Context: an optimization exercise on an open-source flow, tuned for small area, a short achievable clock period and few clock cycles. The choices shown serve that exercise and are no tape-out recipe. Where RTL was checked, it was by simulation tests only, not by an equivalence proof against the original. Function not checked in runs 1, 2 and 7: the RTL went through the layout flow alone. Power and IR drop assume default switching activity.

$ cat design/flow/design.v
module GCD #(parameter WIDTH = 16) (clk,a,b,start,gcd,done);
    input clk;
    input [WIDTH-1:0] a;
    input [WIDTH-1:0] b;
    input start;
    output [WIDTH-1:0] gcd;
    output done;
    localparam KW = 4;    
    reg [WIDTH-1:0] x, y;
    reg [KW-1:0] k;
    function [KW-1:0] ctz;
        input [WIDTH-1:0] v;
        integer i;
        begin
            ctz = 0;
            for (i = WIDTH-1; i >= 0; i = i - 1)
                if (v[i]) ctz = i;
        end
    endfunction
    wire [WIDTH-1:0] kh = {{(WIDTH-1){1'b0}}, 1'b1} << k;
    wire [WIDTH-1:0] kh1 = {kh[WIDTH-2:0], 1'b0};
    wire [WIDTH-1:0] e = x ^ y;
    wire nx = ~|(x & kh);
    wire ny = ~|(y & kh);
    wire x1 = |(x & kh1);
    wire y1 = |(y & kh1);
    wire e1 = |(e & kh1);
    wire [WIDTH-1:0] p = ~e;
    wire [WIDTH-1:0] g = x & ~y;
    wire [WIDTH-1:0] G, P;        
    gcd_prefix #(WIDTH) u_pfx (.g(g), .p(p), .G(G), .P(P));
    wire neg = ~(G[WIDTH-1] | P[WIDTH-1]);    
    wire [WIDTH-1:0] Gb = {G[WIDTH-2:0], 1'b0};
    wire [WIDTH-1:0] Pb = {P[WIDTH-2:0], 1'b1};
    wire [WIDTH-1:0] ad = p ^ (neg ? ~Gb : (Gb | Pb));
    wire busy = ~P[WIDTH-1];
    wire sub = busy & ~nx & ~ny;
    wire [WIDTH-1:0] v = nx ? x : ny ? y : ad;
    wire s1 = nx ? x1 : ny ? y1 : e1;
    wire [WIDTH-1:0] r = s1 ? {1'b0, v[WIDTH-1:1]} : {2'b00, v[WIDTH-1:2]};
    always @(posedge clk) begin
        if (start) begin
            x <= a;
            y <= b;
            k <= ctz(a | b);
        end else begin
            if (nx | (sub & ~neg))
                x <= r;
            if (ny | (sub & neg))
                y <= r;
        end
    end
    assign gcd = x;
    assign done = ~busy;
endmodule
module gcd_prefix #(parameter WIDTH = 16) (g, p, G, P);
    input [WIDTH-1:0] g, p;
    output [WIDTH-1:0] G, P;
    localparam L = 4;    
    wire [WIDTH-1:0] gl [0:L];
    wire [WIDTH-1:0] pl [0:L];
    assign gl[0] = g;
    assign pl[0] = p;
    genvar l, i;
    generate
        for (l = 0; l < L; l = l + 1) begin : lv
            for (i = 0; i < WIDTH; i = i + 1) begin : bt
                if (((i >> l) & 1) == 1) begin : op
                    gcd_pg u (.gh(gl[l][i]), .ph(pl[l][i]),
                              .gl(gl[l][((i >> l) << l) - 1]), .pl(pl[l][((i >> l) << l) - 1]),
                              .g(gl[l+1][i]), .p(pl[l+1][i]));
                end else begin : pass
                    assign gl[l+1][i] = gl[l][i];
                    assign pl[l+1][i] = pl[l][i];
                end
            end
        end
    endgenerate
    assign G = gl[L];
    assign P = pl[L];
endmodule
module gcd_pg (gh, ph, gl, pl, g, p);
    input gh, ph, gl, pl;
    output g, p;
    assign g = gh | (ph & gl);
    assign p = ph & pl;
endmodule
$ cat design/flow/run.sh
#!/bin/bash
# synth_recipe.tcl (not shown) runs the flow's synth.tcl, then flattens the netlist and writes it again
# the make line also repeats each setting of config.mk as NAME=value (left out here)
make -C /OpenROAD-flow-scripts/flow DESIGN_CONFIG=/design/flow/config.mk WORK_HOME=/design/flow/orfs CLKGATE_MAP_FILE= SYNTH_SCRIPT=/design/flow/synth_recipe.tcl finish
$ cat design/flow/config.mk
export PLATFORM = sky130hd
export DESIGN_NAME = GCD
export DESIGN_NICKNAME = GCD
export VERILOG_FILES = /design/flow/design.v
export SDC_FILE = /design/flow/constraint.sdc
export NUM_CORES = 4
export LEC_CHECK = 0
export CAP_MARGIN = 20
export CORE_MARGIN = 2
export CORE_UTILIZATION = 40
export GPL_TIMING_DRIVEN = 0
export SLEW_MARGIN = 20
export SYNTH_HIERARCHICAL = 1
$ cat design/flow/constraint.sdc
create_clock -name core_clock -period 3.0 [get_ports {clk}]
set_input_delay 0.6000 -clock core_clock [delete_from_list [all_inputs] [get_ports {clk}]]
set_output_delay 0.6000 -clock core_clock [all_outputs]
set_load 0.01 [all_outputs]
==> impl_metrics.json, run 1 <==
{
  "yosysTopAreaCell": "edfxtp_1",
  "gp_congestion": 0.987,
  "ys_seq_elements": 36,
  "wl_per_cell_um": 20.0,
  "cellPowerDensity_nw_per_um2": 1370,
  "buffer_ports.inserted": 50,
  "avgSynthCellArea_um2": 8.33,
  "vias_per_cell": 5.68,
  "slew_headroom_pct": 59.9,
  "crit_path_max_incr_delay_ns": 0.50,
  "timing.hold.worst.start": "x[14]$_DFFE_PP_",
  "floorplan.core_area_um2": 10200,
  "worstRegToRegCells": 15,
  "final_period_minus_worst_setup_slack_ns": 3.11,
  "status": "failed layout checks",
  "groute.usage.overall_pct": 26.2,
  "synthDistinctLibCells": 60,
  "number_of_pins_exceeding_their_max_slew_limit_in_the_final_report": 0,
  "crit_path_cell_trace": "ha_4, a21o_1, a21o_1, a21o_1, a21o_1, nor2_4, buf_12, clkbuf_16, nor3_4, a21oi_2, xor2_1, mux2i_1, o21ai_2, a22oi_2, nand2_1",
  "holdCritPathClass": "flip-flop to flip-flop",
  "synth_area_um2": 4160,
  "ys.warnings.count": 8,
  "report.final.hold_viol_count": 0,
  "checkFailReasons": "negative setup slack",
  "max_cap_violations": 0,
  "timing.critical_path.to_type": "flip-flop",
  "critPathBufInv": 2,
  "final_antenna_net_count": 0,
  "synth_top_cells_by_area": "edfxtp_1 26%, nand2_1 7.8%, mux2i_1 7.0%",
  "cts_hold_repair.buffers": 0,
  "synthesis.instances": 500,
  "grt_start_max_net_pins": 17,
  "critPathArrivalTime_ns": 3.16,
  "setup_viol_count_final": 30,
  "peakVddDrop_uv": 671,
  "grt_setup_unrepaired": "yes",
  "first_global_vias": 4224,
  "max_freq_mhz": 321,
  "final.period_utilization_pct": 104,
  "drt-initial-drc-count": 280,
  "drt_wl_total_um": 14800,
  "fp.dieArea_um2": 11200,
  "post-dp-hpwl_um": 10800,
  "cts_root_cell": "clkbuf_8",
  "core_rows": 37,
  "max_slew.worst_pin.slew_ns": 0.597,
  "route.detailed.drc": 0,
  "dp_worst_setup_slack_ns": -0.596,
  "path_class": "flip-flop to flip-flop",
  "cts_made_buffers": 5,
  "critPathMaxFanout": 5,
  "synth_top_cell_area_share_pct": 26.0,
  "synth_edf_count": 36,
  "leakage_nw": 2.56,
  "cp_data_required_time_ns": 3.05,
  "final_core_utilization_pct": 56.6,
  "post-place-cells": 687,
  "setup.worst_path.start_class": "flip-flop",
  "critical-path-slowest-cell": "edfxtp_1",
  "drt_pre_antenna_iters": 5,
  "hold-path-endpoint": "x[13]$_DFFE_PP_",
  "seqCellArea_um2": 1080,
  "clock_tree_from_tritoncts": "yes",
  "vias": 4215,
  "ys_async_sr_fraction_pct": 0,
  "final-instance-count-excl-fill": 742,
  "timing.rr.end": "y[12]$_DFFE_PP_",
  "die_x_um": 106,
  "dieHeight_um": 106,
  "nFillCells": 994,
  "clk_path_buf_depth": 2,
  "clk_transition_reported_paths_ns": 0.06,
  "grt_overflow": 0,
  "floorplan.io_pins": 51,
  "synth-main-ff-cell": "edfxtp_1",
  "layout-area-overhead-vs-synth_pct": 39.1,
  "n_antenna_cell": 0,
  "worst-r2r-setup-slack_ns": -0.11,
  "floorplan.initialDensity_pct": 40.7,
  "synth.net_count": 550,
  "clock-sinks": 36,
  "hold-worst-slack_ns": 0.887,
  "crit-reg2reg-launch": "x[9]$_DFFE_PP_",
  "timing.critical_path.max_delay_family": "compound AO/OA/AOI/OAI gates",
  "multiInputGateArea_um2": 3110,
  "nets": 656,
  "layout-drive-gt1-share_pct": 31.5,
  "crit_top_cell": "a21o_1",
  "hold_depth": 5,
  "number_of_antenna_violations_at_the_first_check_in_global_routing": 0,
  "fin_ws_ns": -0.114,
  "cts.htree.levels": 2,
  "grt_pass1_wl_um": 22600,
  "synth_sequential_area_ratio_pct": 26.0,
  "worstSkewPairLatency_ns": 0.29,
  "final.setup_skew_ns": 0.00944
}
==> how the worst max path moves through the flow <==
| stage | from | slack [ns] | to | cells after the start |
|---|---|---|---|---|
| 6_report | x[9]$_DFFE_PP_ | -0.11 | y[12]$_DFFE_PP_ | 15 |
| 3_3_place_gp | x[1]$_DFFE_PP_ | -0.59 | y[1]$_DFFE_PP_ | 13 |
| 2_1_floorplan | x[1]$_DFFE_PP_ | 0.005 | x[6]$_DFFE_PP_ | 14 |
| 3_5_place_dp | x[1]$_DFFE_PP_ | -0.60 | y[7]$_DFFE_PP_ | 14 |
| 5_1_grt | x[9]$_DFFE_PP_ | -0.25 | y[6]$_DFFE_PP_ | 15 |
| 4_1_cts | x[2]$_DFFE_PP_ | -0.07 | y[7]$_DFFE_PP_ | 15 |
==> kinds of logic after synthesis <==
family	synth area share [%]
fa+ha+maj	4.81
mux	8.05
simple gates	23.9
buf+inv	9.34
compound gates	24.8
flops	26.0
xor+xnor	3.16
==> synthesized netlist by cell type (all sizes together) (4+ instances only) <==
| cell type | n |
|---|---|
| a21o | 35 |
| a21oi | 23 |
| a22oi | 16 |
| a31oi | 4 |
| and2 | 35 |
| buf | 35 |
| clkbuf | 9 |
| edfxtp | 36 |
| ha | 16 |
| inv | 20 |
| mux2i | 30 |
| nand2 | 87 |
| nand2b | 7 |
| nand3b | 4 |
| nor2 | 16 |
| nor2b | 5 |
| nor3 | 20 |
| nor3b | 5 |
| nor4 | 6 |
| o21ai | 24 |
| o31ai | 4 |
| xor2 | 15 |
==> placed cells by master, fill, tap and decap left out, types with 5 or more instances in the layout <==
master,instances
buf_4,64
and2_4,10
nor3b_1,5
inv_1,9
a21oi_2,12
nor2_1,15
nor2b_1,5
a21oi_1,9
clkbuf_1,5
nor3_2,10
buf_6,9
nand2_1,85
buf_2,7
clkdlybuf4s50_1,50
mux2i_1,29
edfxtp_1,36
inv_2,11
a21o_1,34
ha_4,13
nor3_1,7
clkbuf_8,7
o21ai_0,9
nor4_1,6
o21ai_2,13
xor2_1,13
and2_1,25
nand2b_1,7
a22oi_2,14
==> timing repair <==
| action | CTS | global route |
|---|---|---|
| resized for setup | 73 | 30 |
| setup buffers | 45 | 2 |
| endpoints found under the setup margin | 47 | 47 |
| cloned | 2 | 0 |
| pin swaps | 41 | 33 |
==> per-module statistics from Yosys (local to each module, per instance), excerpt <==
module | cells | flip-flops and latches | cell area, µm² | times used
GCD | 420 | 36 | 3600 | 1
gcd_pg | 2 | 0 | 13.8 | 32
==> cell type report <==
class,count,area share (%)
clock inverters,2,0.130
repair buffers,100,16.2
well taps,136,2.94
plain buffers,43,5.83
inverters,21,1.36
flip-flops and latches,36,18.7
clock buffers,5,1.19
multi-input cells,399,53.7
==> worst reg2reg max path, delay by kind of cell (launching register included) <==
kind	cells	cell delay, ns
AOI/OAI and AO/OA	7	1.22
DFF	1	0.50
buffers and inverters	2	0.30
adders and majority gates	1	0.30
and+or+nand+nor	3	0.25
muxes	1	0.22
xor gates and xnor gates	1	0.09
==> stage by stage <==
| stage | cell area (µm²) | power (W) | setup TNS, ns |
|---|---|---|---|
| floorplan | 4170 | 0.00426 | 0 |
| global placement | 4840 | 0.00559 | -32.23 |
| detailed placement | 4860 | 0.00561 | -23.32 |
| CTS | 5660 | 0.00743 | -0.926 |
| global route | 5790 | 0.00844 | -6.00 |
| finish | 5790 | 0.00796 | -2.07 |
==> metal layers <==
| layer | vias up | wire, µm | GRT usage (%) |
|---|---|---|---|
| met5 | - | 0 | 0 |
| met4 | 0 | 341 | 9.02 |
| met3 | 26 | 912 | 2.58 |
| met2 | 156 | 6930 | 43.5 |
| met1 | 2015 | 6630 | 35.6 |
| li1 | 2018 | - | - |
==> registers in the layout, summed over array words and instances (netlist names) <==
signal	cells
x	16
y	16
k	4
==> power by group <==
group	internal [W]	switching, W	leakage, nW	total, W
combinational	0.00315	0.00334	2.14	0.00649
clock	0.000153	0.000164	0.0391	0.000316
sequential	0.000880	0.000272	0.382	0.00115
total	0.00418	0.00377	2.56	0.00796
==> run 2, diff against run 1 <==
--- a/design/flow/design.v
+++ b/design/flow/design.v
@@ -24,30 +24,36 @@
     wire ny = ~|(y & kh);
     wire x1 = |(x & kh1);
     wire y1 = |(y & kh1);
-    wire e1 = |(e & kh1);
+    wire e1 = x1 ^ y1;                  
     wire [WIDTH-1:0] p = ~e;
     wire [WIDTH-1:0] g = x & ~y;
     wire [WIDTH-1:0] G, P;        
     gcd_prefix #(WIDTH) u_pfx (.g(g), .p(p), .G(G), .P(P));
     wire neg = ~(G[WIDTH-1] | P[WIDTH-1]);    
+    wire busy = ~P[WIDTH-1];                  
     wire [WIDTH-1:0] Gb = {G[WIDTH-2:0], 1'b0};
     wire [WIDTH-1:0] Pb = {P[WIDTH-2:0], 1'b1};
-    wire [WIDTH-1:0] ad = p ^ (neg ? ~Gb : (Gb | Pb));
-    wire busy = ~P[WIDTH-1];
+    wire [WIDTH-1:0] dxy = p ^ (Gb | Pb);
+    wire [WIDTH-1:0] dyx = ~(p ^ Gb);
     wire sub = busy & ~nx & ~ny;
-    wire [WIDTH-1:0] v = nx ? x : ny ? y : ad;
-    wire s1 = nx ? x1 : ny ? y1 : e1;
-    wire [WIDTH-1:0] r = s1 ? {1'b0, v[WIDTH-1:1]} : {2'b00, v[WIDTH-1:2]};
+    wire [WIDTH-1:0] rx = e1 ? {1'b0, dxy[WIDTH-1:1]} : {2'b00, dxy[WIDTH-1:2]};
+    wire [WIDTH-1:0] ry = e1 ? {1'b0, dyx[WIDTH-1:1]} : {2'b00, dyx[WIDTH-1:2]};
+    wire [WIDTH-1:0] xn = x1 ? {1'b0, x[WIDTH-1:1]} : {2'b00, x[WIDTH-1:2]};
+    wire [WIDTH-1:0] yn = y1 ? {1'b0, y[WIDTH-1:1]} : {2'b00, y[WIDTH-1:2]};
     always @(posedge clk) begin
         if (start) begin
             x <= a;
             y <= b;
             k <= ctz(a | b);
         end else begin
-            if (nx | (sub & ~neg))
-                x <= r;
-            if (ny | (sub & neg))
-                y <= r;
+            if (nx)
+                x <= xn;
+            else if (sub & ~neg)
+                x <= rx;
+            if (ny)
+                y <= yn;
+            else if (sub & neg)
+                y <= ry;
         end
     end
     assign gcd = x;
--- a/design/flow/config.mk
+++ b/design/flow/config.mk
@@ -8,6 +8,5 @@
 export CAP_MARGIN = 20
 export CORE_MARGIN = 2
 export CORE_UTILIZATION = 40
-export GPL_TIMING_DRIVEN = 0
 export SLEW_MARGIN = 20
 export SYNTH_HIERARCHICAL = 1
==> run 2 against run 1 <==
Effect of this change:
- the run now finishes clean
- synthesized cell count decreased by 4.0%
- die area increased by 2.7%
- utilization decreased by 4.4 points
- clock skew increased by 0.0013 ns
- non-clock buffer count decreased by 31
- sequential power decreased by 7%
- hold slack got worse by 0.19 ns
==> impl_metrics.json, run 2 <==
{
  "n_antenna_cell": 0,
  "most-common-layout-cells": "56 x buf_4, 50 x mux2i_1, 49 x clkdlybuf4s50_1, 46 x nor2_1, 36 x edfxtp_1",
  "holdCritPathClass": "flip-flop to flip-flop",
  "first_global_vias": 3939,
  "synth_adder_area_share_pct": 4.68,
  "setup.worst_path.start_class": "flip-flop",
  "die_x_um": 107,
  "synthesis.instances": 480,
  "dp_worst_setup_slack_ns": 0.102,
  "critical-path-slowest-cell": "mux4_2",
  "nets": 607,
  "max_slew.worst_pin.slew_ns": 0.746,
  "path_class": "flip-flop to flip-flop",
  "synth_sequential_area_ratio_pct": 25.3,
  "wl_per_cell_um": 19.8,
  "fp.dieArea_um2": 11500,
  "vias": 3994,
  "layout-area-overhead-vs-synth_pct": 26.6,
  "reg.largest.list": "x (16), y (16), k (4)",
  "timing.critical_path.to_type": "flip-flop",
  "groute.usage.overall_pct": 23.9,
  "drt-initial-drc-count": 269,
  "yosys-mux-area-fraction_pct": 15.4,
  "max_cap_violations": 0,
  "hold-worst-slack_ns": 0.701,
  "dieHeight_um": 107,
  "crit-reg2reg-launch": "x[5]$_DFFE_PP_",
  "floorplan.core_area_um2": 10400,
  "cts.htree.levels": 2,
  "avgSynthCellArea_um2": 8.91,
  "floorplan.io_pins": 51,
  "synth_top_cells_by_area": "edfxtp_1 25%, mux2i_1 12%, xnor2_1 6.1%",
  "synth.net_count": 530,
  "synthSimpleGateAreaFrac_pct": 19.9,
  "max_freq_mhz": 357,
  "buffer_ports.inserted": 50,
  "clock_tree_from_tritoncts": "yes",
  "critPathMaxFanout": 10,
  "layout-drive-gt1-share_pct": 18.1,
  "grt_start_max_net_pins": 27,
  "drt_wl_total_um": 13700,
  "combinational_family_with_the_most_area_after_synthesis": "simple AND/OR/NAND/NOR gates",
  "crit_path_cell_trace": "buf_4, mux4_2, a221oi_1, o211a_1, xnor2_4, buf_12, buf_4, mux2i_1, o221ai_1",
  "synthDistinctLibCells": 55,
  "vias_per_cell": 5.76,
  "clk_transition_reported_paths_ns": 0.09,
  "final_design_area_no_fill_um2": 5420,
  "final_period_minus_worst_setup_slack_ns": 2.80,
  "critical_path.endpoint": "y[7]$_DFFE_PP_",
  "post-synth-top-count-cell": "mux2i_1",
  "post_dp_cell_area_um2": 5040,
  "synth_edf_count": 36,
  "report.final.hold_viol_count": 0,
  "gp_congestion": 0.949,
  "route.detailed.drc": 0,
  "worstRegToRegCells": 9,
  "leakage_nw": 2.32,
  "nFillCells": 1000,
  "summed_negative_setup_slack_over_all_endpoints_ns": 0,
  "status": "complete, no violations",
  "layout_commonest_cell": "buf_4",
  "fin_ws_ns": 0.199,
  "setup_viol_count_final": 0,
  "hold_depth": 2,
  "final.period_utilization_pct": 93.4,
  "synth_top_cell_area_share_pct": 25.3,
  "ys_async_sr_fraction_pct": 0,
  "number_of_pins_exceeding_their_max_slew_limit_in_the_final_report": 0,
  "clk_path_buf_depth": 2,
  "number_of_antenna_violations_at_the_first_check_in_global_routing": 0,
  "synth_common_cells": "50 x mux2i_1, 46 x nor2_1, 36 x edfxtp_1",
  "grt_overflow": 0,
  "final-instance-count-excl-fill": 694,
  "ys_seq_elements": 36,
  "post-dp-hpwl_um": 10500,
  "final_antenna_net_count": 0,
  "peakVddDrop_uv": 681,
  "ys.warnings.count": 8,
  "critPathArrivalTime_ns": 2.82,
  "cts_made_buffers": 5,
  "post-place-cells": 666,
  "slew_headroom_pct": 49.8,
  "crit_path_max_incr_delay_ns": 0.46,
  "timing.critical_path.from": "x[5]$_DFFE_PP_",
  "synth_compound_area_share_pct": 19.8,
  "drt_pre_antenna_iters": 4,
  "grt_setup_unrepaired": "no",
  "worst-r2r-setup-slack_ns": 0.20,
  "worstSkewPairLatency_ns": 0.30,
  "grt_pass1_wl_um": 21000,
  "cellPowerDensity_nw_per_um2": 1410,
  "synth_area_um2": 4280,
  "final.setup_skew_ns": 0.0107,
  "cts_root_cell": "clkbuf_8",
  "cp_data_required_time_ns": 3.02,
  "yosysTopAreaCell": "edfxtp_1",
  "core_rows": 37,
  "synth-main-ff-cell": "edfxtp_1",
  "clock-sinks": 36,
  "synth_xor_xnor_area_share_pct": 6.52,
  "timing.rr.end": "y[7]$_DFFE_PP_",
  "floorplan.initialDensity_pct": 41.3,
  "crit_top_cell": "buf_4",
  "timing.hold.worst.start": "y[6]$_DFFE_PP_"
}
## run 2: cell types whose count changed after synthesis, sizes merged, moves of 5 or more
cell	delta
a22oi	-12
xor2	-15
xnor2	+31
nor2b	+6
nor2	+31
a221oi	+11
mux2i	+20
nand3b	+5
nand2	-62
o21ai	-13
o221ai	+9
nor3	-14
## run 2: worst min path at each step
stage | endpoint
finish | y[5]$_DFFE_PP_
global route | y[5]$_DFFE_PP_
CTS | y[5]$_DFFE_PP_
detailed placement | y[5]$_DFFE_PP_
global placement | y[7]$_DFFE_PP_
floorplan | y[5]$_DFFE_PP_
## run 2: worst max-delay path: cells and delay by family, from the launching register on
kind	cells	cell delay [ns]
buf+inv	3	0.44
mux	2	0.75
compound gates	3	0.74
flops	1	0.44
xor+xnor	1	0.15
## run 2: routing by layer
metal	vias to the layer above	global-route usage (%)	share of wire (%)
li1	1908	-	-
met1	1915	31.0	42
met2	140	40.0	49
met3	31	3.21	5.1
met4	0	9.80	3.8
met5	-	0	0
## run 2: through the flow
stage | power [W] | util, %
2_1_floorplan | 0.00519 | -
6_report | 0.00766 | 52.2
5_1_grt | 0.00823 | 52.2
4_1_cts | 0.00740 | 51.2
3_3_place_gp | 0.00658 | 48.6
3_5_place_dp | 0.00666 | 48.6
## run 2: area by class of cell
class	instances	area (µm²)	share of cell area (%)
Tap cell	136	170	3.14
Clock inverter	2	35.0	0.647
Inverter	21	78.8	1.45
Clock buffer	6	72.6	1.34
Multi-Input combinational cell	381	2950	54.4
Timing Repair Buffer	112	1030	19.1
Sequential cell	36	1080	20.0
## run 2: modules after synthesis (local to each module, per instance), excerpt
| module | flip-flops and latches | cells |
|---|---|---|
| GCD | 36 | 400 |
| gcd_pg | 0 | 2 |
## run 2: what timing repair did
action                                  CTS  global route
cloned                                    0             0
resized for setup                         9             5
buffers inserted                         10            10
endpoints found under the setup margin    1             4
hold endpoints to repair                  0             0
hold buffers                              0             0
## run 2: logic make-up (layout without fill, tap and decap cells)
kind of cell | after synthesis | count (layout)
xor gates and xnor gates | 31 | 31
DFF | 36 | 36
adders and majority gates | 16 | 16
and+or+nand+nor | 157 | 157
muxes | 60 | 60
AOI/OAI and AO/OA | 117 | 117
buffers and inverters | 63 | 141
## run 2: where the power goes
part           switching, W  internal [W]  total (W)
Combinational       0.00315       0.00298    0.00613
Sequential         0.000179      0.000890    0.00107
Clock              0.000209      0.000248   0.000456
==> run 3, diff against run 2 <==
--- a/design/flow/design.v
+++ b/design/flow/design.v
@@ -40,21 +40,21 @@
     wire [WIDTH-1:0] ry = e1 ? {1'b0, dyx[WIDTH-1:1]} : {2'b00, dyx[WIDTH-1:2]};
     wire [WIDTH-1:0] xn = x1 ? {1'b0, x[WIDTH-1:1]} : {2'b00, x[WIDTH-1:2]};
     wire [WIDTH-1:0] yn = y1 ? {1'b0, y[WIDTH-1:1]} : {2'b00, y[WIDTH-1:2]};
+    wire wx = sub & ~neg;
+    wire wy = sub & neg;
+    wire [WIDTH-1:0] nxt_x = ({WIDTH{start}} & a) |
+                             ({WIDTH{~start & nx}} & xn) |
+                             ({WIDTH{~start & ~nx & wx}} & rx) |
+                             ({WIDTH{~start & ~nx & ~wx}} & x);
+    wire [WIDTH-1:0] nxt_y = ({WIDTH{start}} & b) |
+                             ({WIDTH{~start & ny}} & yn) |
+                             ({WIDTH{~start & ~ny & wy}} & ry) |
+                             ({WIDTH{~start & ~ny & ~wy}} & y);
     always @(posedge clk) begin
-        if (start) begin
-            x <= a;
-            y <= b;
+        x <= nxt_x;
+        y <= nxt_y;
+        if (start)
             k <= ctz(a | b);
-        end else begin
-            if (nx)
-                x <= xn;
-            else if (sub & ~neg)
-                x <= rx;
-            if (ny)
-                y <= yn;
-            else if (sub & neg)
-                y <= ry;
-        end
     end
     assign gcd = x;
     assign done = ~busy;
--- a/design/flow/config.mk
+++ b/design/flow/config.mk
@@ -9,4 +9,3 @@
 export CORE_MARGIN = 2
 export CORE_UTILIZATION = 40
 export SLEW_MARGIN = 20
-export SYNTH_HIERARCHICAL = 1
==> run 3 against run 2 <==
Effect of this change:
- sequential share of layout area decreased by 6.0 points
- worst setup slack got worse by 0.12 ns
- combinational power decreased by 22%
- clock skew decreased by 0.0045 ns
- routed wire length increased by 13%
- largest power group unchanged
- highest routed layer unchanged
- final area increased by 0.83%
==> impl_metrics.json, run 3 <==
{
  "status": "complete, no violations",
  "power.clock.fraction_pct": 6.6,
  "most-common-layout-cells": "89 x buf_4, 67 x nand2_1, 49 x clkdlybuf4s50_1, 42 x o21ai_0",
  "final.setup_skew_ns": 0.00616,
  "ys_seq_elements": 36,
  "critical_path.endpoint": "x[0]$_DFF_P_",
  "synth_top_cell_area_share_pct": 15.4,
  "timing.critical_path.from": "y[6]$_DFF_P_",
  "synth_edf_count": 4,
  "gp_congestion": 1.03,
  "power.share.combinational_pct": 80.2,
  "final_period_minus_worst_setup_slack_ns": 2.92,
  "grt_start_max_net_pins": 23,
  "worstRegToRegCells": 13,
  "reg.largest.list": "x (16), y (16), k (4)",
  "groute.usage.overall_pct": 27.9,
  "synth-main-ff-cell": "dfxtp_1",
  "synth_area_um2": 4160,
  "final-instance-count-excl-fill": 777,
  "buffer_ports.inserted": 50,
  "nFillCells": 987,
  "worst-r2r-setup-slack_ns": 0.08,
  "finalPower_w": 0.00593,
  "drt-initial-drc-count": 422,
  "die_x_um": 106,
  "final.period_utilization_pct": 97.5,
  "path_class": "flip-flop to flip-flop",
  "fp.dieArea_um2": 11200,
  "clk_path_buf_depth": 2,
  "nets": 696,
  "report.final.hold_viol_count": 0,
  "clock_tree_from_tritoncts": "yes",
  "grt_overflow": 0,
  "crit_top_cell": "buf_4",
  "holdCritPathClass": "flip-flop to flip-flop",
  "grt_pass1_wl_um": 24500,
  "peakVddDrop_uv": 473,
  "worstSkewPairLatency_ns": 0.29,
  "timing.critical_path.to_type": "flip-flop",
  "cellInternalPower_w": 0.00298,
  "critPathArrivalTime_ns": 3.05,
  "power_switching_share_pct": 49.8,
  "yosysTopAreaCell": "dfxtp_1",
  "fin_ws_ns": 0.0756,
  "timing.critical_path.max_delay_family": "compound AO/OA/AOI/OAI gates",
  "post_dp_cell_area_um2": 5320,
  "final_core_utilization_pct": 53.6,
  "floorplan.core_area_um2": 10200,
  "critPathBufInv": 6,
  "dieHeight_um": 106,
  "post-place-cells": 769,
  "power.share.sequential_pct": 13.2,
  "crit-reg2reg-launch": "y[6]$_DFF_P_",
  "crit_path_cell_trace": "inv_1, ha_1, buf_4, a221o_1, a221oi_4, o221ai_2, inv_1, buf_4, nor4_4, buf_4, buf_4, a22oi_2, o211ai_1",
  "avgSynthCellArea_um2": 7.91,
  "ys.warnings.count": 2,
  "synth.net_count": 580,
  "synthDistinctLibCells": 76,
  "route.detailed.drc": 0,
  "wl_per_cell_um": 19.9,
  "netSwitchingPower_w": 0.00295,
  "vias": 4659,
  "core_rows": 37,
  "floorplan.io_pins": 51,
  "first_global_vias": 4522,
  "cts_made_buffers": 5,
  "cts_root_cell": "clkbuf_8",
  "setup_viol_count_final": 0,
  "max_cap_violations": 0,
  "synth_top_cells_by_area": "dfxtp_1 15%, mux2i_1 7.0%, nand2_1 6.1%",
  "cellPowerDensity_nw_per_um2": 1090,
  "max_freq_mhz": 342,
  "leakage_nw": 2.28,
  "synthesis.instances": 525,
  "crit_path_max_incr_delay_ns": 0.42,
  "synth_common_cells": "67 x nand2_1, 42 x o21ai_0, 34 x inv_1, 34 x nor2_1, 32 x dfxtp_1",
  "cts_hold_repair.buffers": 0,
  "post-dp-hpwl_um": 13000,
  "vias_per_cell": 6.00,
  "slew_headroom_pct": 64.6,
  "clock-sinks": 36,
  "critPathMaxFanout": 5,
  "post-synth-top-count-cell": "nand2_1",
  "cp_data_required_time_ns": 3.13,
  "cts.htree.levels": 2,
  "synth_sequential_area_ratio_pct": 18.3,
  "drt_pre_antenna_iters": 6,
  "layout-drive-gt1-share_pct": 21.1,
  "setup.worst_path.start_class": "flip-flop",
  "number_of_pins_exceeding_their_max_slew_limit_in_the_final_report": 0,
  "timing.rr.end": "x[0]$_DFF_P_",
  "n_antenna_cell": 0,
  "cp.depth": 13,
  "final_antenna_net_count": 0,
  "dp_worst_setup_slack_ns": 0.0224,
  "critical-path-slowest-cell": "a221o_1",
  "layout_commonest_cell": "buf_4",
  "final_design_area_no_fill_um2": 5460,
  "max_slew.worst_pin.slew_ns": 0.529,
  "number_of_antenna_violations_at_the_first_check_in_global_routing": 0,
  "drt_wl_total_um": 15500,
  "floorplan.initialDensity_pct": 40.8,
  "clk_transition_reported_paths_ns": 0.08,
  "ys_async_sr_fraction_pct": 0,
  "layout-area-overhead-vs-synth_pct": 31.5
}
run 3: final cells by class:
| cell class | count | area (µm²) | share of cell area [%] |
|---|---|---|---|
| Timing Repair Buffer | 142 | 1220 | 22.3 |
| Sequential cell | 36 | 764 | 14.0 |
| Multi-Input combinational cell | 422 | 3090 | 56.5 |
| Tap cell | 136 | 170 | 3.11 |
| Inverter | 34 | 128 | 2.34 |
| Clock buffer | 7 | 96.3 | 1.76 |
run 3: cells by family after synthesis:
group,Yosys count,synth area share (%)
AO/OA/AOI/OAI,173,31.5
AND/OR/NAND/NOR,164,19.3
buffers and inverters,67,8.28
multiplexers,38,9.70
flip-flops,36,18.3
XOR/XNOR,26,5.84
adder cells (fa/ha/maj),21,7.05
run 3: per-stage QoR:
step | setup TNS, ns | hold slack [ns]
after floorplan | 0 | 0.491
after global placement | 0 | 0.547
after detailed placement | 0 | 0.552
after CTS | 0 | 0.571
after global routing | -0.0228 | 0.594
final | 0 | 0.575
run 3: worst min path at each step:
stage                        from             to  slack, ns  cells past startpoint
global placement    y[11]$_DFF_P_  y[11]$_DFF_P_       0.55                      2
CTS                  y[9]$_DFF_P_   y[9]$_DFF_P_       0.57                      2
floorplan            y[9]$_DFF_P_   y[9]$_DFF_P_       0.49                      2
global route        y[14]$_DFF_P_  y[14]$_DFF_P_       0.59                      1
detailed placement   y[9]$_DFF_P_   y[9]$_DFF_P_       0.55                      2
finish              y[11]$_DFF_P_  y[11]$_DFF_P_       0.57                      2
run 3: power groups by stage:
stage | combinational (W) | clock [W] | sequential [W]
2_1_floorplan | 0.00291 | 0 | 0.000874
3_3_place_gp | 0.00455 | 0 | 0.000778
3_5_place_dp | 0.00462 | 0 | 0.000782
4_1_cts | 0.00465 | 0.000394 | 0.000772
5_1_grt | 0.00519 | 0.000411 | 0.000799
6_report | 0.00476 | 0.000394 | 0.000781
run 3: tightest hold or removal path: stages (launching register included):
cell and delay, ns:
dfxtp_1 0.36, nand2_1 0.08, o211ai_1 0.08
run 3: metal layers:
metal / vias to the layer above / track usage, % / wire length, µm
met5: - / 0 / 0
met1: 2221 / 39.3 / 7050
met3: 31 / 3.99 / 1050
li1: 2205 / - / -
met4: 0 / 9.68 / 487
met2: 202 / 43.5 / 6920
run 3: repair_timing:
action | in CTS | in global routing
buffers inserted | 0 | 1
pin swaps | 1 | 6
endpoints found under the setup margin | 1 | 16
gates resized for setup | 5 | 8
Testbench counts of run 3, summed over its fixed seeds: cycles 36,528.
==> run 4, diff against run 3 <==
--- a/design/flow/config.mk
+++ b/design/flow/config.mk
@@ -9,3 +9,4 @@
 export CORE_MARGIN = 2
 export CORE_UTILIZATION = 40
 export SLEW_MARGIN = 20
+export SYNTH_HIERARCHICAL = 1
==> run 4 against run 3 <==
Effect of this change:
- synthesized cell count fell by 1.5%
- final area fell by 4.9%
- clock-buffer cell count did not move
- utilization fell by 3.3 points
- total power fell by 18%
- via count fell by 9.3%
- critical path depth fell by 3
- first-iteration DRC count fell by 36%
- worst setup slack improved by 0.077 ns
- die area rose by 2.3%
- flip-flop and latch count did not move
- clock power fell by 8.6%
==> impl_metrics.json, run 4 <==
{
  "status": "complete, no violations",
  "drt-initial-drc-count": 271,
  "final_design_area_no_fill_um2": 5200,
  "synthesis.instances": 517,
  "cts_hold_repair.buffers": 0,
  "gp_congestion": 0.918,
  "grt_start_max_net_pins": 38,
  "clock_tree_from_tritoncts": "yes",
  "reg.largest.list": "x (16), y (16), k (4)",
  "power_switching_share_pct": 47.0,
  "floorplan.core_area_um2": 10300,
  "summed_negative_setup_slack_over_all_endpoints_ns": 0,
  "post-place-cells": 701,
  "drt_wl_total_um": 14400,
  "peakVddDrop_uv": 479,
  "synthDistinctLibCells": 63,
  "slew_headroom_pct": 61.7,
  "post-synth-top-count-cell": "mux2i_1",
  "cts_made_buffers": 5,
  "grt_pass1_wl_um": 22700,
  "synth_sequential_area_ratio_pct": 17.9,
  "holdCritPathClass": "flip-flop to flip-flop",
  "post-dp-hpwl_um": 11300,
  "worst-r2r-setup-slack_ns": 0.15,
  "yosysTopAreaCell": "dfxtp_1",
  "routed-wl-met3_um": 904,
  "final.period_utilization_pct": 94.9,
  "number_of_antenna_violations_at_the_first_check_in_global_routing": 1,
  "power.share.combinational_pct": 76.7,
  "die_x_um": 107,
  "synth_top_cells_by_area": "dfxtp_1 15%, mux2i_1 8.9%, xnor2_1 6.4%",
  "drt_pre_antenna_iters": 6,
  "hold-worst-slack_ns": 0.556,
  "final_antenna_net_count": 0,
  "vias": 4224,
  "worstRegToRegCells": 10,
  "clk_path_buf_depth": 2,
  "post-cts-setup-buffer-count": 0,
  "grt_setup_unrepaired": "no",
  "fp.dieArea_um2": 11500,
  "finalPower_w": 0.00485,
  "worstSkewPairLatency_ns": 0.29,
  "core_rows": 37,
  "post_dp_cell_area_um2": 5060,
  "critPathArrivalTime_ns": 3.06,
  "avgSynthCellArea_um2": 8.23,
  "clock-sinks": 36,
  "power.clock.fraction_pct": 7.4,
  "max_slew.worst_pin.slew_ns": 0.569,
  "hold-path-endpoint": "y[8]$_DFF_P_",
  "dr_wl_met2_um": 6640,
  "ys.warnings.count": 8,
  "final.setup_skew_ns": 0.00762,
  "buffer_ports.inserted": 50,
  "synth_edf_count": 4,
  "first_global_vias": 4140,
  "cp_data_required_time_ns": 3.21,
  "critPathMaxFanout": 11,
  "netSwitchingPower_w": 0.00228,
  "ys_async_sr_fraction_pct": 0,
  "route.detailed.drc": 0,
  "power.share.sequential_pct": 15.9,
  "synth-main-ff-cell": "dfxtp_1",
  "layout-area-overhead-vs-synth_pct": 22.1,
  "groute.usage.overall_pct": 25.4,
  "layout_commonest_cell": "clkdlybuf4s50_1",
  "cts.htree.levels": 2,
  "clk_transition_reported_paths_ns": 0.08,
  "final-instance-count-excl-fill": 710,
  "max_cap_violations": 0,
  "layout-drive-gt1-share_pct": 14.1,
  "path_class": "flip-flop to flip-flop",
  "synth_common_cells": "38 x mux2i_1, 32 x a21o_1, 32 x and2_1, 32 x dfxtp_1, 32 x nor2_1",
  "report.final.hold_viol_count": 0,
  "route.layer.met1.wl_um": 6500,
  "leakage_nw": 2.20,
  "wl_per_cell_um": 20.2,
  "crit-reg2reg-launch": "y[1]$_DFF_P_",
  "dr.max_layer_used": "met4",
  "most-common-layout-cells": "49 x clkdlybuf4s50_1, 38 x mux2i_1, 38 x buf_4",
  "vias_per_cell": 5.95,
  "synth_area_um2": 4250,
  "timing.hold.worst.start": "y[8]$_DFF_P_",
  "floorplan.io_pins": 51,
  "number_of_pins_exceeding_their_max_slew_limit_in_the_final_report": 0,
  "nets": 622,
  "setup.worst_path.start_class": "flip-flop",
  "grt_overflow": 0,
  "cellInternalPower_w": 0.00257,
  "dieHeight_um": 107,
  "cellPowerDensity_nw_per_um2": 932,
  "setup_viol_count_final": 0,
  "hold_depth": 2,
  "floorplan.initialDensity_pct": 41.2,
  "cts_root_cell": "clkbuf_8",
  "max_freq_mhz": 351,
  "synth.net_count": 567,
  "post_cts.resized_instances": 9,
  "timing.critical_path.to_type": "flip-flop",
  "final_period_minus_worst_setup_slack_ns": 2.85,
  "ys_seq_elements": 36,
  "synth_top_cell_area_share_pct": 15.1,
  "timing.rr.end": "y[5]$_DFF_P_"
}
## run 4: worst max path at each step
stage	start	end	slack, ns	depth (start not counted)
after floorplan	k[1]$_SDFFCE_PP0P_	x[13]$_DFF_P_	0.46	9
after global placement	y[2]$_DFF_P_	done	0.14	7
after detailed placement	y[2]$_DFF_P_	done	0.06	7
after CTS	y[1]$_DFF_P_	y[5]$_DFF_P_	0.19	10
after global routing	y[1]$_DFF_P_	y[5]$_DFF_P_	0.02	10
final	y[1]$_DFF_P_	y[5]$_DFF_P_	0.15	10
## run 4: layout make-up
| class | instances | area, µm² |
|---|---|---|
| fillers | 1024 | 5130 |
| multi-input cells | 413 | 3160 |
| repair buffers | 96 | 945 |
| flip-flops and latches | 36 | 761 |
| well taps | 136 | 170 |
| clock buffers | 7 | 76.3 |
| inverters | 20 | 75.1 |
| clock inverters | 1 | 3.75 |
| diodes | 1 | 2.50 |
## run 4: cell families (layout without fill, tap and decap cells)
group,Yosys count,after routing,share of synthesized area [%]
fa+ha+maj,16,16,4.71
xor+xnor,32,32,6.76
flops,36,36,17.9
simple gates,172,172,23.1
compound gates,137,137,24.2
buf+inv,68,124,9.47
other cells,0,1,0
mux,56,56,13.8
## run 4: critical path, stage by stage, from the launching register on
cell	delay (ns)
dfxtp_1	0.37
inv_1	0.08
ha_1	0.36
a21o_1	0.23
a21o_1	0.29
a21o_1	0.25
a21o_1	0.19
nor2_1	0.24
nand3_1	0.32
buf_12	0.25
o211ai_1	0.18
## run 4: per-layer routing
layer / global-route usage, % / up-vias
li1: - / 2037
met1: 34.4 / 2041
met2: 40.9 / 125
met3: 4.92 / 21
met4: 7.42 / 0
met5: 0 / -
## run 4: power groups by stage
stage                     combinational (W)  sequential [W]  clock, W
after CTS                           0.00369        0.000768  0.000363
final                               0.00372        0.000770  0.000360
after floorplan                     0.00264        0.000804         0
after detailed placement            0.00360        0.000772         0
after global routing                0.00404        0.000790  0.000381
after global placement              0.00355        0.000768         0
## run 4: Yosys stat by module (local to each module, per instance), excerpt
module	flops+latches	cells inside	copies in the design	cell area, µm²
GCD	36	437	1	3690
gcd_pg	0	2	32	13.8
## run 4: stage by stage
stage | utilization [%] | setup WS [ns]
after floorplan | - | 0.461
after global routing | 50.3 | 0.0227
after detailed placement | 49.0 | 0.0614
final | 50.3 | 0.153
after CTS | 50.3 | 0.186
after global placement | 49.0 | 0.136
==> run 5, diff against run 4 <==
--- a/design/flow/config.mk
+++ b/design/flow/config.mk
@@ -8,5 +8,6 @@
 export CAP_MARGIN = 20
 export CORE_MARGIN = 2
 export CORE_UTILIZATION = 40
+export GPL_TIMING_DRIVEN = 0
 export SLEW_MARGIN = 20
 export SYNTH_HIERARCHICAL = 1
==> run 5 against run 4 <==
Effect of this change:
- still clean on timing, DRC and antenna
- synthesized area did not move
- via count rose by 3.6%
- combinational power rose by 3%
- critical path type unchanged
- largest power group unchanged
==> impl_metrics.json, run 5 <==
{
  "status": "complete, no violations",
  "cts_root_cell": "clkbuf_8",
  "groute.usage.overall_pct": 26.6,
  "clock-sinks": 36,
  "gp_congestion": 0.908,
  "max_cap_violations": 0,
  "clock_tree_from_tritoncts": "yes",
  "cts_hold_repair.buffers": 0,
  "setup.worst_path.start_class": "flip-flop",
  "synth_top_cells_by_area": "dfxtp_1 15%, mux2i_1 8.9%, xnor2_1 6.4%",
  "synth.net_count": 567,
  "cts.htree.levels": 2,
  "critPathBufInv": 1,
  "vias": 4375,
  "avgSynthCellArea_um2": 8.23,
  "buffer_ports.inserted": 50,
  "n_antenna_cell": 0,
  "ys_async_sr_fraction_pct": 0,
  "grt_setup_unrepaired": "no",
  "final_period_minus_worst_setup_slack_ns": 2.87,
  "timing.critical_path.max_delay_family": "compound AO/OA/AOI/OAI gates",
  "synth_common_cells": "38 x mux2i_1, 32 x a21o_1, 32 x and2_1, 32 x dfxtp_1, 32 x nor2_1",
  "floorplan.io_pins": 51,
  "final.setup_skew_ns": 0.00883,
  "synthesis.instances": 517,
  "crit_path_max_incr_delay_ns": 0.52,
  "max_freq_mhz": 348,
  "drt_pre_antenna_iters": 5,
  "synthDistinctLibCells": 63,
  "nets": 631,
  "final_antenna_net_count": 0,
  "multiInputGateArea_um2": 3330,
  "die_x_um": 107,
  "floorplan.initialDensity_pct": 41.2,
  "synth-main-ff-cell": "dfxtp_1",
  "post-synth-top-count-cell": "mux2i_1",
  "final_core_utilization_pct": 52.0,
  "nFillCells": 998,
  "layout_commonest_cell": "clkdlybuf4s50_1",
  "synth_area_um2": 4250,
  "grt_overflow": 0,
  "ys.warnings.count": 8,
  "layout-drive-gt1-share_pct": 21.8,
  "setup_viol_count_final": 0,
  "timing.critical_path.to_type": "flip-flop",
  "route.detailed.drc": 0,
  "number_of_antenna_violations_at_the_first_check_in_global_routing": 0,
  "synth_sequential_area_ratio_pct": 17.9,
  "dieHeight_um": 107,
  "clk_path_buf_depth": 2,
  "worstSkewPairLatency_ns": 0.30,
  "yosysTopAreaCell": "dfxtp_1",
  "slew_headroom_pct": 50.7,
  "synth_top_cell_area_share_pct": 15.1,
  "post-dp-hpwl_um": 11600,
  "core_rows": 37,
  "crit_top_cell": "a21o_1",
  "ys_seq_elements": 36,
  "fp.dieArea_um2": 11500,
  "final.period_utilization_pct": 95.8,
  "first_global_vias": 4260,
  "grt_pass1_wl_um": 23600,
  "clk_transition_reported_paths_ns": 0.09,
  "max_slew.worst_pin.slew_ns": 0.739,
  "path_class": "flip-flop to flip-flop",
  "critPathMaxFanout": 10,
  "reg.largest.list": "x (16), y (16), k (4)",
  "hold-worst-slack_ns": 0.521,
  "leakage_nw": 2.23,
  "drt-initial-drc-count": 314,
  "crit_path_cell_trace": "ha_4, and2_1, a21o_1, a21o_2, a21o_1, nor2_1, nand3_1, clkbuf_2, o211ai_1",
  "drt_wl_total_um": 15400,
  "layout-area-overhead-vs-synth_pct": 26.1,
  "critPathArrivalTime_ns": 3.08,
  "grt_start_max_net_pins": 12,
  "vias_per_cell": 6.09,
  "number_of_pins_exceeding_their_max_slew_limit_in_the_final_report": 0,
  "cts_made_buffers": 5,
  "critical-path-slowest-cell": "dfxtp_1",
  "wl_per_cell_um": 21.4,
  "holdCritPathClass": "flip-flop to flip-flop",
  "cp_data_required_time_ns": 3.20,
  "peakVddDrop_uv": 429,
  "cellPowerDensity_nw_per_um2": 970,
  "floorplan.core_area_um2": 10300,
  "seqCellArea_um2": 787,
  "most-common-layout-cells": "49 x clkdlybuf4s50_1, 38 x mux2i_1, 32 x nor2_1, 31 x a21o_1, 30 x xnor2_1",
  "report.final.hold_viol_count": 0,
  "synth_edf_count": 4
}
==> run 5: per-layer routing <==
metal  part of all wire (%)  track usage (%)
met5                      0                0
met4                    2.6             7.24
met3                    8.7             3.71
met2                     46             44.3
met1                     42             35.9
==> run 5: per-module statistics from Yosys (local to each module, per instance), excerpt <==
| module | flip-flops and latches | copies in the design |
|---|---|---|
| GCD | 36 | 1 |
| gcd_pg | 0 | 32 |
==> run 5: logic make-up after synthesis <==
group | count (synthesis) | synth area share [%]
adder cells (fa/ha/maj) | 16 | 4.71
flip-flops | 36 | 17.9
buffers and inverters | 68 | 9.47
AND/OR/NAND/NOR | 172 | 23.1
AO/OA/AOI/OAI | 137 | 24.2
XOR/XNOR | 32 | 6.76
multiplexers | 56 | 13.8
==> run 5: power by group <==
group / leakage, nW / total [W] / switching [W] / internal [W]
Sequential: 0.310 / 0.000960 / 0.000304 / 0.000655
Combinational: 1.87 / 0.00383 / 0.00192 / 0.00191
Clock: 0.0515 / 0.000410 / 0.000200 / 0.000210
==> run 5: final cells by class <==
| class | count | area share (%) |
|---|---|---|
| inverters | 20 | 1.40 |
| clock buffers | 8 | 1.87 |
| flip-flops and latches | 36 | 14.7 |
| well taps | 136 | 3.17 |
| multi-input cells | 414 | 62.1 |
| plain buffers | 48 | 6.34 |
| repair buffers | 56 | 10.4 |
==> run 5: through the flow <==
step | std cells | instance area [µm²] | TNS [ns] | total power [W] | setup slack (ns)
finish | 718 | 5370 | 0 | 0.00520 | 0.126
global route | 718 | 5370 | 0 | 0.00557 | 0.000842
CTS | 712 | 5150 | -0.0139 | 0.00494 | -0.0139
detailed placement | 703 | 4920 | -3.04 | 0.00435 | -0.237
global placement | 703 | 4920 | -2.13 | 0.00432 | -0.204
floorplan | 517 | 4250 | 0 | 0.00344 | 0.461
==> run 5: repair_timing <==
item | 4_1_cts | 5_1_grt
gates cloned | 0 | 1
gates resized for setup | 27 | 40
buffers inserted | 1 | 5
pin swaps | 1 | 4
endpoints found under the setup margin | 23 | 30
==> run 5: final timing paths <==
kind / startpoint / to / slack (ns) / depth (start not counted)
setup / recovery: x[3]$_DFF_P_ / y[13]$_DFF_P_ / 0.13 / 9
setup reg to reg: x[3]$_DFF_P_ / y[13]$_DFF_P_ / 0.13 / 9
hold reg to reg: y[15]$_DFF_P_ / y[15]$_DFF_P_ / 0.52 / 1
hold / removal: y[15]$_DFF_P_ / y[15]$_DFF_P_ / 0.52 / 1
==> run 5: worst register-to-register path, delay by kind of cell (launching register included) <==
family	cells	cell delay, ns
AOI/OAI and AO/OA	4	1.03
and+or+nand+nor	3	0.64
DFF	1	0.52
buffers and inverters	1	0.32
adders and majority gates	1	0.28
==> run 6, diff against run 5 <==
==> design/flow/config.mk (replaced) <==
export PLATFORM = sky130hd
export DESIGN_NAME = GCD
export DESIGN_NICKNAME = GCD
export VERILOG_FILES = /design/flow/design.v
export SDC_FILE = /design/flow/constraint.sdc
export NUM_CORES = 4
export LEC_CHECK = 0
export CAP_MARGIN = 0
export CORE_MARGIN = 2
export CORE_UTILIZATION = 40
export SLEW_MARGIN = 0
export SYNTH_HIERARCHICAL = 1
==> run 6 against run 5 <==
Effect of this change:
- hold slack improved by 0.035 ns
- critical path depth grew 1
- die area unchanged
- utilization decreased by 1.6 points
- register-to-register slack improved by 0.03 ns
- clock power is 12% lower
- routed wire length down 6.7%
- non-clock buffer count decreased by 8
- critical endpoint is now y[5]$_DFF_P_
- largest cell class unchanged
==> impl_metrics.json, run 6 <==
{
  "status": "complete, no violations",
  "leakage_nw": 2.20,
  "finalPower_w": 0.00485,
  "most-common-layout-cells": "49 x clkdlybuf4s50_1, 38 x mux2i_1, 38 x buf_4",
  "synthesis.instances": 517,
  "critPathMaxFanout": 11,
  "crit-reg2reg-launch": "y[1]$_DFF_P_",
  "slew_headroom_pct": 61.7,
  "core_rows": 37,
  "fin_ws_ns": 0.153,
  "clk_path_buf_depth": 2,
  "grt_setup_unrepaired": "no",
  "critPathArrivalTime_ns": 3.06,
  "cts.htree.levels": 2,
  "post-dp-hpwl_um": 11300,
  "clock_tree_from_tritoncts": "yes",
  "ys.warnings.count": 8,
  "holdCritPathClass": "flip-flop to flip-flop",
  "floorplan.initialDensity_pct": 41.2,
  "cts_hold_repair.buffers": 0,
  "cp_data_required_time_ns": 3.21,
  "grt_overflow": 0,
  "synth_sequential_area_ratio_pct": 17.9,
  "synth_area_um2": 4250,
  "hold-path-endpoint": "y[8]$_DFF_P_",
  "buffer_ports.inserted": 50,
  "cts_made_buffers": 5,
  "number_of_pins_exceeding_their_max_slew_limit_in_the_final_report": 0,
  "number_of_antenna_violations_at_the_first_check_in_global_routing": 1,
  "synth-main-ff-cell": "dfxtp_1",
  "peakVddDrop_uv": 479,
  "reg.largest.list": "x (16), y (16), k (4)",
  "layout-drive-gt1-share_pct": 14.1,
  "synth_top_cell_area_share_pct": 15.1,
  "grt_start_max_net_pins": 38,
  "drt_pre_antenna_iters": 6,
  "timing.critical_path.from": "y[1]$_DFF_P_",
  "dp_worst_setup_slack_ns": 0.0614,
  "path_class": "flip-flop to flip-flop",
  "synth_top_cells_by_area": "dfxtp_1 15%, mux2i_1 8.9%, xnor2_1 6.4%",
  "dieHeight_um": 107,
  "layout-area-overhead-vs-synth_pct": 22.1,
  "clk_transition_reported_paths_ns": 0.08,
  "vias": 4224,
  "floorplan.io_pins": 51,
  "die_x_um": 107,
  "floorplan.core_area_um2": 10300,
  "timing.critical_path.to_type": "flip-flop",
  "fp.dieArea_um2": 11500,
  "yosysTopAreaCell": "dfxtp_1",
  "timing.hold.worst.start": "y[8]$_DFF_P_",
  "drt-initial-drc-count": 271,
  "route.detailed.drc": 0,
  "vias_per_cell": 5.95,
  "clock-sinks": 36,
  "timing.rr.end": "y[5]$_DFF_P_",
  "setup.worst_path.start_class": "flip-flop",
  "cts_root_cell": "clkbuf_8",
  "worstRegToRegCells": 10,
  "max_freq_mhz": 351,
  "groute.usage.overall_pct": 25.4,
  "worstSkewPairLatency_ns": 0.29,
  "synth_edf_count": 4,
  "final_period_minus_worst_setup_slack_ns": 2.85,
  "max_cap_violations": 0,
  "hold_depth": 2,
  "post-synth-top-count-cell": "mux2i_1",
  "summed_negative_setup_slack_over_all_endpoints_ns": 0,
  "grt_pass1_wl_um": 22700,
  "layout_commonest_cell": "clkdlybuf4s50_1",
  "drt_wl_total_um": 14400,
  "synthDistinctLibCells": 63,
  "max_slew.worst_pin.slew_ns": 0.569,
  "report.final.hold_viol_count": 0,
  "nets": 622,
  "setup_viol_count_final": 0,
  "synth_common_cells": "38 x mux2i_1, 32 x a21o_1, 32 x and2_1, 32 x dfxtp_1, 32 x nor2_1",
  "final_antenna_net_count": 0,
  "final.period_utilization_pct": 94.9,
  "final.setup_skew_ns": 0.00762,
  "ys_seq_elements": 36,
  "synth.net_count": 567,
  "first_global_vias": 4140,
  "wl_per_cell_um": 20.2,
  "avgSynthCellArea_um2": 8.23,
  "ys_async_sr_fraction_pct": 0,
  "cellPowerDensity_nw_per_um2": 932,
  "gp_congestion": 0.918,
  "worst-r2r-setup-slack_ns": 0.15
}
==> run 6: cell counts after synthesis <==
Identical to the previous run, type by type.
==> run 6: critical path, stage by stage, from the launching register on <==
cell and delay [ns]:
dfxtp_1 0.37, inv_1 0.08, ha_1 0.36, a21o_1 0.23
a21o_1 0.29, a21o_1 0.25, a21o_1 0.19, nor2_1 0.24
nand3_1 0.32, buf_12 0.25, o211ai_1 0.18
==> run 6: worst max-delay path by stage <==
stage / cells after the start / slack, ns / endpoint
finish: 10 / 0.15 / y[5]$_DFF_P_
global route: 10 / 0.02 / y[5]$_DFF_P_
CTS: 10 / 0.19 / y[5]$_DFF_P_
detailed placement: 7 / 0.06 / done
global placement: 7 / 0.14 / done
floorplan: 9 / 0.46 / x[13]$_DFF_P_
==> run 6: cells by family after synthesis <==
| group | synth area share [%] |
|---|---|
| AND/OR/NAND/NOR | 23.1 |
| buffers and inverters | 9.47 |
| flip-flops | 17.9 |
| adder cells (fa/ha/maj) | 4.71 |
| AO/OA/AOI/OAI | 24.2 |
| multiplexers | 13.8 |
| XOR/XNOR | 6.76 |
==> run 6: metal layers <==
layer | GRT usage, % | vias up | wire length (µm)
met5 | 0 | - | 0
met4 | 7.42 | 0 | 312
met3 | 4.92 | 21 | 904
met2 | 40.9 | 125 | 6640
met1 | 34.4 | 2041 | 6500
li1 | - | 2037 | -
==> run 6: area by class of cell <==
class	instances	area, µm²
clock buffers	7	76.3
multi-input cells	413	3160
fillers	1024	5130
diodes	1	2.50
clock inverters	1	3.75
repair buffers	96	945
well taps	136	170
flip-flops and latches	36	761
inverters	20	75.1
==> run 6: where the power goes <==
group / internal [W] / switching (W)
clock: 0.000163 / 0.000197
sequential: 0.000633 / 0.000137
combinational: 0.00177 / 0.00194
==> run 6: timing repair <==
item	CTS	global route
resized for setup	9	0
setup buffers	0	0
endpoints found under the setup margin	1	0
==> run 6: stage by stage <==
step | instances | utilization [%] | hold slack, ns | cell area (µm²)
after floorplan | 517 | - | 0.486 | 4250
after CTS | 709 | 50.3 | 0.550 | 5190
after global placement | 701 | 49.0 | 0.514 | 5060
after detailed placement | 701 | 49.0 | 0.526 | 5060
after global routing | 709 | 50.3 | 0.582 | 5190
final | 710 | 50.3 | 0.556 | 5200
==> run 6: modules after synthesis, one instance, submodules excluded, excerpt <==
module  cells  times used  cell area [µm²]
GCD       437           1             3690
gcd_pg      2          32             13.8
==> run 7, diff against run 6 <==
--- a/design/flow/design.v
+++ b/design/flow/design.v
@@ -65,29 +65,41 @@
     localparam L = 4;    
     wire [WIDTH-1:0] gl [0:L];
     wire [WIDTH-1:0] pl [0:L];
-    assign gl[0] = g;
-    assign pl[0] = p;
+    assign gl[0] = ~g;
+    assign pl[0] = ~p;
     genvar l, i;
     generate
         for (l = 0; l < L; l = l + 1) begin : lv
             for (i = 0; i < WIDTH; i = i + 1) begin : bt
                 if (((i >> l) & 1) == 1) begin : op
-                    gcd_pg u (.gh(gl[l][i]), .ph(pl[l][i]),
-                              .gl(gl[l][((i >> l) << l) - 1]), .pl(pl[l][((i >> l) << l) - 1]),
-                              .g(gl[l+1][i]), .p(pl[l+1][i]));
+                    if (l % 2 == 0) begin : pos
+                        gcd_pgo u (.ghn(gl[l][i]), .phn(pl[l][i]),
+                                   .gln(gl[l][((i >> l) << l) - 1]), .pln(pl[l][((i >> l) << l) - 1]),
+                                   .g(gl[l+1][i]), .p(pl[l+1][i]));
+                    end else begin : ngt
+                        gcd_pga u (.gh(gl[l][i]), .ph(pl[l][i]),
+                                   .gl(gl[l][((i >> l) << l) - 1]), .pl(pl[l][((i >> l) << l) - 1]),
+                                   .gn(gl[l+1][i]), .pn(pl[l+1][i]));
+                    end
                 end else begin : pass
-                    assign gl[l+1][i] = gl[l][i];
-                    assign pl[l+1][i] = pl[l][i];
+                    assign gl[l+1][i] = ~gl[l][i];
+                    assign pl[l+1][i] = ~pl[l][i];
                 end
             end
         end
     endgenerate
-    assign G = gl[L];
-    assign P = pl[L];
+    assign G = ~gl[L];
+    assign P = ~pl[L];
 endmodule
-module gcd_pg (gh, ph, gl, pl, g, p);
+module gcd_pga (gh, ph, gl, pl, gn, pn);
     input gh, ph, gl, pl;
+    output gn, pn;
+    assign gn = ~(gh | (ph & gl));
+    assign pn = ~(ph & pl);
+endmodule
+module gcd_pgo (ghn, phn, gln, pln, g, p);
+    input ghn, phn, gln, pln;
     output g, p;
-    assign g = gh | (ph & gl);
-    assign p = ph & pl;
+    assign g = ~(ghn & (phn | gln));
+    assign p = ~(phn | pln);
 endmodule
==> design/flow/config.mk (replaced) <==
export PLATFORM = sky130hd
export DESIGN_NAME = GCD
export DESIGN_NICKNAME = GCD
export VERILOG_FILES = /design/flow/design.v
export SDC_FILE = /design/flow/constraint.sdc
export NUM_CORES = 4
export LEC_CHECK = 0
export CAP_MARGIN = 20
export CORE_MARGIN = 2
export CORE_UTILIZATION = 40
export SLEW_MARGIN = 20
export SYNTH_HIERARCHICAL = 1
==> run 7 against run 6 <==
Effect of this change:
- first-iteration DRC count grew 31%
- still clean on timing, DRC and antenna
- flip-flop and latch count unchanged
- final area grew 3.9%
- sequential share of layout area down 0.29 points
==> impl_metrics.json, run 7 <==
{
  "status": "complete, no violations",
  "floorplan.core_area_um2": 10800,
  "post-cts-setup-buffer-count": 0,
  "max_freq_mhz": 356,
  "grt_setup_unrepaired": "no",
  "setup_viol_count_final": 0,
  "floorplan.initialDensity_pct": 40.9,
  "final_period_minus_worst_setup_slack_ns": 2.81,
  "drt_wl_total_um": 14400,
  "synth_top_cell_area_share_pct": 14.5,
  "grt_start_max_net_pins": 39,
  "finalPower_w": 0.00519,
  "n_antenna_cell": 0,
  "critPathArrivalTime_ns": 3.04,
  "clk_transition_reported_paths_ns": 0.09,
  "synth_edf_count": 4,
  "layout_commonest_cell": "inv_1",
  "summed_negative_setup_slack_over_all_endpoints_ns": 0,
  "worst-r2r-setup-slack_ns": 0.19,
  "layout-area-overhead-vs-synth_pct": 22.4,
  "final-instance-count-excl-fill": 772,
  "first_global_vias": 4255,
  "route.detailed.drc": 0,
  "crit_path_cell_trace": "buf_4, and4b_1, a31oi_1, a32oi_1, or2_2, a21boi_2, a22oi_1, o211ai_1",
  "post-synth-top-count-cell": "inv_1",
  "critPathBufInv": 1,
  "avgSynthCellArea_um2": 7.69,
  "synth_top_cells_by_area": "dfxtp_1 15%, mux2i_1 8.6%, inv_1 6.8%",
  "grt_overflow": 0,
  "timing.critical_path.max_delay_family": "compound AO/OA/AOI/OAI gates",
  "ys_async_sr_fraction_pct": 0,
  "post-place-cells": 764,
  "path_class": "flip-flop to flip-flop",
  "yosysTopAreaCell": "dfxtp_1",
  "drt_pre_antenna_iters": 8,
  "slew_headroom_pct": 46.3,
  "vias_per_cell": 5.81,
  "synth_area_um2": 4410,
  "post-dp-hpwl_um": 11200,
  "die_x_um": 109,
  "critPathMaxFanout": 16,
  "setup.worst_path.start_class": "flip-flop",
  "buffer_ports.inserted": 50,
  "ys.warnings.count": 8,
  "max_cap_violations": 0,
  "clock_tree_from_tritoncts": "yes",
  "peakVddDrop_uv": 405,
  "final.setup_skew_ns": 0.0151,
  "groute.usage.overall_pct": 24.5,
  "cp_data_required_time_ns": 3.23,
  "clock-sinks": 36,
  "dieHeight_um": 109,
  "core_rows": 38,
  "synth_common_cells": "80 x inv_1, 48 x nor2_1, 38 x mux2i_1",
  "timing.critical_path.to_type": "flip-flop",
  "ys_seq_elements": 36,
  "max_slew.worst_pin.slew_ns": 0.801,
  "seqCellArea_um2": 774,
  "grt_pass1_wl_um": 22500,
  "synthDistinctLibCells": 63,
  "gp_congestion": 0.930,
  "final_antenna_net_count": 0,
  "clk_path_buf_depth": 2,
  "leakage_nw": 2.29,
  "synthesis.instances": 573,
  "synth_sequential_area_ratio_pct": 17.3,
  "synth.net_count": 623,
  "number_of_antenna_violations_at_the_first_check_in_global_routing": 0,
  "reg.largest.list": "x (16), y (16), k (4)",
  "holdCritPathClass": "flip-flop to flip-flop",
  "cts_made_buffers": 5,
  "wl_per_cell_um": 18.7,
  "layout-drive-gt1-share_pct": 21.5,
  "nFillCells": 1053,
  "multiInputGateArea_um2": 3160,
  "nets": 681,
  "fp.dieArea_um2": 11900,
  "critical-path-slowest-cell": "a21boi_2",
  "most-common-layout-cells": "80 x inv_1, 49 x clkdlybuf4s50_1, 41 x buf_4, 38 x nor2_1, 38 x mux2i_1",
  "drt-initial-drc-count": 355,
  "cts.htree.levels": 2,
  "floorplan.io_pins": 51,
  "synth-main-ff-cell": "dfxtp_1",
  "cellPowerDensity_nw_per_um2": 961,
  "crit_path_max_incr_delay_ns": 0.66,
  "worstSkewPairLatency_ns": 0.31,
  "cts_root_cell": "clkbuf_8",
  "vias": 4489,
  "report.final.hold_viol_count": 0,
  "final.period_utilization_pct": 93.7,
  "number_of_pins_exceeding_their_max_slew_limit_in_the_final_report": 0
}
run 7: cell families (layout without fill, tap and decap cells):
logic type | after synthesis | count (layout) | synth area share (%)
AOI/OAI and AO/OA | 137 | 137 | 24.3
and+or+nand+nor | 172 | 172 | 20.5
muxes | 56 | 56 | 13.3
xor gates and xnor gates | 32 | 32 | 6.53
DFF | 36 | 36 | 17.3
adders and majority gates | 16 | 16 | 4.54
buffers and inverters | 124 | 183 | 13.6
run 7: layout make-up:
| type | instances | area share (%) |
|---|---|---|
| multi-input cells | 413 | 58.6 |
| repair buffers | 95 | 16.5 |
| flip-flops and latches | 36 | 14.4 |
| inverters | 80 | 5.56 |
| well taps | 140 | 3.25 |
| clock buffers | 7 | 1.60 |
| clock inverters | 1 | 0.139 |
run 7: through the flow:
step | cell area, µm² | hold WS [ns] | util, % | setup WS [ns]
final | 5400 | 0.520 | 50.0 | 0.190
after global routing | 5400 | 0.541 | 50.0 | 0.0442
after CTS | 5370 | 0.522 | 49.7 | 0.00000200
after detailed placement | 5190 | 0.516 | 48.1 | 0.175
after global placement | 5190 | 0.520 | 48.1 | 0.184
after floorplan | 4410 | 0.486 | - | 0.405
run 7: what timing repair did:
action                                  4_1_cts  5_1_grt
resized for setup                            24        9
endpoints found under the hold margin         0        0
hold buffers                                  0        0
cloned                                        0        0
endpoints found under the setup margin        1        1
run 7: per-module statistics from Yosys (local to each module, per instance), excerpt:
module | flip-flops and latches | cells
GCD | 36 | 437
gcd_pga | 0 | 2
gcd_pgo | 0 | 2
run 7: worst paths after layout:
kind	from	to	cells past startpoint
worst min register to register	y[15]$_DFF_P_	y[15]$_DFF_P_	1
worst max-delay path	k[0]$_SDFFCE_PP0P_	y[1]$_DFF_P_	8
worst max register to register	k[0]$_SDFFCE_PP0P_	y[1]$_DFF_P_	8
worst min-delay path	y[15]$_DFF_P_	y[15]$_DFF_P_	1
run 7: routing by layer:
layer	vias up	global-route usage [%]	wire length, µm
li1	2152	-	-
met1	2133	34.8	6740
met3	24	2.81	872
met2	180	39.4	6510
met4	0	6.14	278
met5	-	0	0
run 7: report_power, final:
| part | internal, W | switching, W | total [W] |
|---|---|---|---|
| clock network | 0.000188 | 0.000216 | 0.000404 |
| logic | 0.00176 | 0.00223 | 0.00399 |
| registers | 0.000645 | 0.000146 | 0.000790 |

## static timing again, ports no longer ideal
The results above use ideal ports. As a check the final layouts listed here were re-extracted and re-timed, cells and wires unchanged. Step 1 assumes that a clkbuf_16 drives the clock port and a buf_2 every other input. Step 2 adds t to the input delays and takes it off the output delays; t is the mean of the earliest and latest rising clock arrival at the registers after step 1. Input paths then give back, and output paths get back, about the clock's delay inside the block. a / b / c = ideal / step 1 / step 2; a / b = the first two.
| run | t (ns) | slack for setup (ns) | clock arrival spread, ns | worst data-port slew with drivers (ns) |
|---|---|---|---|---|
| run 1 | 0.319 | -0.114 / -0.114 / -0.114 | 0.009 / 0.009 | 0.03 |
| run 2 | 0.329 | 0.199 / 0.199 / 0.199 | 0.011 / 0.011 | 0.04 |
| run 3 | 0.322 | 0.076 / 0.076 / 0.076 | 0.006 / 0.007 | 0.04 |
| run 4 | 0.322 | 0.153 / 0.153 / 0.153 | 0.008 / 0.007 | 0.04 |
| run 5 | 0.325 | 0.126 / 0.126 / 0.092 | 0.009 / 0.009 | 0.04 |
| run 6 | 0.322 | 0.153 / 0.153 / 0.153 | 0.008 / 0.007 | 0.04 |
| run 7 | 0.334 | 0.190 / 0.190 / 0.184 | 0.015 / 0.015 | 0.04 |
For run 5, which loses most, drivers alone change the setup slack by 0.000 ns; drivers and shift together by -0.034 ns.
